Background: an optimization exercise with open tools, aiming at small area. Do not read the settings as production practice.
Where RTL was checked, it was by simulation tests only, not by an equivalence proof against the original.
Power and IR drop assume default switching activity.

==> inputs of v35 <==
==> flow/design.v <==
module sync_fifo(input clk,reset,we,re,input [7:0]data_in, output empty,full,output reg [7:0]data_out);
reg [7:0] mem [15:0];
reg [4:0] count;
integer i;
assign full  = count[4];
assign empty = ~|count;
wire wr = we & ~full;
wire rd = re & ~empty;
wire up = wr & ~rd;
wire dn = rd & ~wr;
always @(posedge clk) begin
  if (wr) begin
    mem[0] <= data_in;
    for (i = 1; i < 16; i = i + 1) mem[i] <= mem[i-1];
  end
end
wire [4:0] t;
assign t[0] = up | dn;
assign t[1] = (up &  count[0])             | (dn & ~count[0]);
assign t[2] = (up & &count[1:0])           | (dn & ~|count[1:0]);
assign t[3] = (up & &count[2:0])           | (dn & ~|count[2:0]);
assign t[4] = (up & &count[3:0])           | (dn & ~|count[3:0]);
always @(posedge clk or posedge reset) begin
  if (reset) count <= 5'd0;
  else count <= count ^ t;
end
wire [3:0] lo = {count[1:0] == 2'd3, count[1:0] == 2'd2, count[1:0] == 2'd1, count[1:0] == 2'd0};
wire [3:0] hi = {count[3:2] == 2'd3, count[3:2] == 2'd2, count[3:2] == 2'd1, count[3:2] == 2'd0};
wire [15:0] sel;
genvar k;
generate for (k = 0; k < 16; k = k + 1) begin : g
  assign sel[k] = lo[(k + 1) % 4] & hi[((k + 1) % 16) / 4];
end endgenerate
reg [7:0] rdata;
always @* begin
  rdata = 8'd0;
  for (i = 0; i < 16; i = i + 1) rdata = rdata | (mem[i] & {8{sel[i]}});
end
always @(posedge clk or posedge reset) begin
  if (reset) data_out <= 8'd0;
  else if (rd) data_out <= rdata;
end
endmodule
==> flow/flow/run.sh <==
#!/bin/bash
# Own layout flow: the standard ORFS flow, with
#  - an area-oriented ABC mapping script (ORFS's abc_area.script maps for delay),
#  - port buffers of the smallest buffer, buf_1,
#  - CTS without dummy loads and with one clock buffer type.
# Each step's full output goes to a log file in the work folder.
set -euo pipefail
W=$PWD
rm -rf "$W/scripts"
cp -r "$FLOW_HOME/scripts" "$W/scripts"
cp "$W/flow/abc_area.script" "$W/scripts/abc_area.script"
export BUFFER_PORTS_ARGS="-buffer_cell sky130_fd_sc_hd__buf_1"
export CTS_ARGS="-sink_clustering_enable -repair_clock_nets -dont_use_dummy_load -buf_list sky130_fd_sc_hd__clkbuf_8"
bash standard.sh SCRIPTS_DIR="$W/scripts" synth > "$W/synth.log" 2>&1
bash standard.sh SCRIPTS_DIR="$W/scripts" finish > "$W/finish.log" 2>&1
==> flow/flow/abc_area.script <==
strash
&get -n
&fraig -x
&put
scorr
dc2
strash
&get -n
&dch -f
&nf
&put
==> flow/standard.sh <==
#!/bin/bash
# synth_recipe.tcl (not shown) runs the flow's synth.tcl, then flattens the netlist and writes it again
# the make line also repeats each setting of config.mk as NAME=value (left out here)
make -C /OpenROAD-flow-scripts/flow DESIGN_CONFIG=/design/flow/config.mk WORK_HOME=/design/flow/orfs CLKGATE_MAP_FILE= SYNTH_SCRIPT=/design/flow/synth_recipe.tcl "${@:-finish}"
==> flow/config.mk <==
export PLATFORM = sky130hd
export DESIGN_NAME = sync_fifo
export DESIGN_NICKNAME = sync_fifo
export VERILOG_FILES = /design/flow/design.v
export SDC_FILE = /design/flow/constraint.sdc
export NUM_CORES = 4
export LEC_CHECK = 0
export ABC_AREA = 1
export CAP_MARGIN = 20
export CORE_MARGIN = 2
export CORE_UTILIZATION = 60
export SLEW_MARGIN = 20
==> flow/constraint.sdc <==
create_clock -name core_clock -period 4.0 [get_ports {clk}]
set_input_delay 0.8000 -clock core_clock [delete_from_list [all_inputs] [get_ports {clk}]]
set_output_delay 0.8000 -clock core_clock [all_outputs]
set_load 0.01 [all_outputs]
==> v8: changes against v35 <==
==> flow/design.v, changed modules only <==
module sync_fifo(input clk,reset,we,re,input [7:0]data_in, output empty,full,output reg [7:0]data_out);
reg [7:0] mem [15:0];
reg [4:0] count;
integer i;
assign full  = count[4];
assign empty = (count == 5'd0);
wire wr = we & ~full;
wire rd = re & ~empty;
always @(posedge clk) begin
  if (wr) begin
    mem[0] <= data_in;
    for (i = 1; i < 16; i = i + 1) mem[i] <= mem[i-1];
  end
end
always @(posedge clk or posedge reset) begin
  if (reset) count <= 5'd0;
  else if (wr & ~rd) count <= count + 5'd1;
  else if (rd & ~wr) count <= count - 5'd1;
end
wire [15:0] sel;
genvar k;
generate for (k = 0; k < 16; k = k + 1) begin : g
  assign sel[k] = (count[3:0] == ((k + 1) % 16));
end endgenerate
reg [7:0] rdata;
always @* begin
  rdata = 8'd0;
  for (i = 0; i < 16; i = i + 1) rdata = rdata | (mem[i] & {8{sel[i]}});
end
always @(posedge clk or posedge reset) begin
  if (reset) data_out <= 8'd0;
  else if (rd) data_out <= rdata;
end
endmodule
==> flow/run.sh (new file) <==
#!/bin/bash
# synth_recipe.tcl (not shown) runs the flow's synth.tcl, then flattens the netlist and writes it again
# the make line also repeats each setting of config.mk as NAME=value (left out here)
make -C /OpenROAD-flow-scripts/flow DESIGN_CONFIG=/design/flow/config.mk WORK_HOME=/design/flow/orfs CLKGATE_MAP_FILE= SYNTH_SCRIPT=/design/flow/synth_recipe.tcl finish
Settings changed: CTS_BUF_LIST set to sky130_fd_sc_hd__clkbuf_8, CTS_CLUSTER_DIAMETER set to 100, CTS_CLUSTER_SIZE set to 30.
removed: flow/flow/run.sh
removed: flow/flow/abc_area.script
removed: flow/standard.sh
==> v11: changes against v35 <==
==> flow/design.v, changed modules only <==
module sync_fifo(input clk,reset,we,re,input [7:0]data_in, output empty,full,output reg [7:0]data_out);
reg [7:0] mem [15:0];
reg [4:0] count;
integer i;
assign full  = count[4];
assign empty = (count == 5'd0);
wire wr = we & ~full;
wire rd = re & ~empty;
always @(posedge clk) begin
  if (wr) begin
    mem[0] <= data_in;
    for (i = 1; i < 16; i = i + 1) mem[i] <= mem[i-1];
  end
end
always @(posedge clk or posedge reset) begin
  if (reset) count <= 5'd0;
  else if (wr & ~rd) count <= count + 5'd1;
  else if (rd & ~wr) count <= count - 5'd1;
end
always @(posedge clk or posedge reset) begin
  if (reset) data_out <= 8'd0;
  else if (rd) data_out <= mem[count[3:0] - 4'd1];
end
endmodule
==> flow/run.sh (new file) <==
#!/bin/bash
# synth_recipe.tcl (not shown) runs the flow's synth.tcl, then flattens the netlist and writes it again
# the make line also repeats each setting of config.mk as NAME=value (left out here)
make -C /OpenROAD-flow-scripts/flow DESIGN_CONFIG=/design/flow/config.mk WORK_HOME=/design/flow/orfs CLKGATE_MAP_FILE= SYNTH_SCRIPT=/design/flow/synth_recipe.tcl finish
Settings changed: CORE_UTILIZATION 60 to 40.
removed: flow/flow/run.sh
removed: flow/flow/abc_area.script
removed: flow/standard.sh
==> flow_metrics.py <==
metrics = {
    "status": {
        "status": "finished clean",
    },
    "worst_setup_path": {
        "critPathLaunch": "count[0]",
        "required_ns": 3.20,
        "timing_worst_setup_path_type": "reg2out",
    },
    "final_layout": {
        "final-clk-cell-share": 0.06544,
        "buf_share": 0.03784,
        "multi_input_area_share": 0.2183,
        "fin_nets": 532,
    },
    "global_routing": {
        "grtUsageMet1": 0.3757,
        "grt_pass1_wl_mm": 18.90,
    },
    "drt": {
        "vias_per_cell": 5.618,
    },
    "power_and_ir_drop": {
        "pg_clk_uw": 1210,
        "p_comb_frac": 0.277,
        "pwr-share-clk": 0.247,
    },
    "yosys": {
        "synthMuxAreaShare": 0,
        "netlist_area_um2": 5693,
        "netlist_top_cells_count": "nand2_1 (139), edfxtp_1 (128), nand3_1 (87)",
    },
    "placed_design": {
        "dp.cells": 625,
    },
    "sta": {
        "layout_setup_ws_ns": 0.8804,
    },
    "floorplan": {
        "tap_cells": 129,
    },
}
[end of results for v8]
==> flow_metrics.py <==
metrics = {
    "status": {
        "status": "finished clean",
    },
    "yosys": {
        "netlist_area_um2": 5846,
        "netlist_top_cells_count": "nor2_1 (142), edfxtp_1 (128), nand2_1 (88)",
    },
    "power_and_ir_drop": {
        "pg_clk_uw": 1650,
        "p_comb_frac": 0.238,
        "pwr-share-clk": 0.315,
    },
    "floorplan": {
        "tap_cells": 184,
    },
    "final_layout": {
        "buf_share": 0.03329,
        "multi_input_area_share": 0.1946,
        "final-clk-cell-share": 0.08991,
    },
    "worst_setup_path": {
        "required_ns": 4.30,
        "critPathLaunch": "count[2]",
    },
    "sta": {
        "layout_setup_ws_ns": 0.8051,
    },
}
[end of results for v11]
==> flow_metrics.py <==
metrics = {
    "status": {
        "status": "finished clean",
    },
    "yosys": {
        "netlist_top_cells_count": "edfxtp_1 (128), a222oi_1 (24), a22oi_1 (18)",
    },
    "worst_setup_path": {
        "critPathLaunch": "count[1]",
        "timing_worst_setup_path_type": "reg2reg",
    },
    "power_and_ir_drop": {
        "pg_clk_uw": 810,
        "pwr-share-clk": 0.199,
        "p_comb_frac": 0.216,
    },
    "sta": {
        "layout_setup_ws_ns": 1.061,
    },
    "placed_design": {
        "dp.cells": 409,
    },
    "final_layout": {
        "multi_input_area_share": 0.1659,
        "buf_share": 0.03327,
    },
    "floorplan": {
        "tap_cells": 105,
    },
    "global_routing": {
        "grtUsageMet1": 0.4008,
    },
}
[end of results for v35]
No functional check of the RTL was part of v35 and v8.

what the ideal ports hide:
In the flow no input, the clock included, has a driving cell. The finished layouts below were timed again as built, in two steps. Step 1: set_driving_cell puts a clkbuf_16 on clk and a buf_2 on each other input, an assumption about the parent block. Step 2 times the ports against the registers' clock, not the clock port: input delays grow and output delays shrink by t, the midpoint of the rising clock arrivals with the driver on. Slacks: ideal ports / drivers / drivers and shift; pairs: ideal ports / drivers.
run | t, ns | setup slack, ns | hold slack, ns
v35 | 0.447 | 1.061 / 1.061 / 1.061 | 0.356 / 0.342 / 0.445
v8 | 0.467 | 0.880 / 0.847 / 1.219 | 0.446 / 0.446 / 0.446
v11 | 0.458 | 0.805 / 0.805 / 0.805 | 0.446 / 0.446 / 0.446
After both steps setup and hold are still met in every run listed.
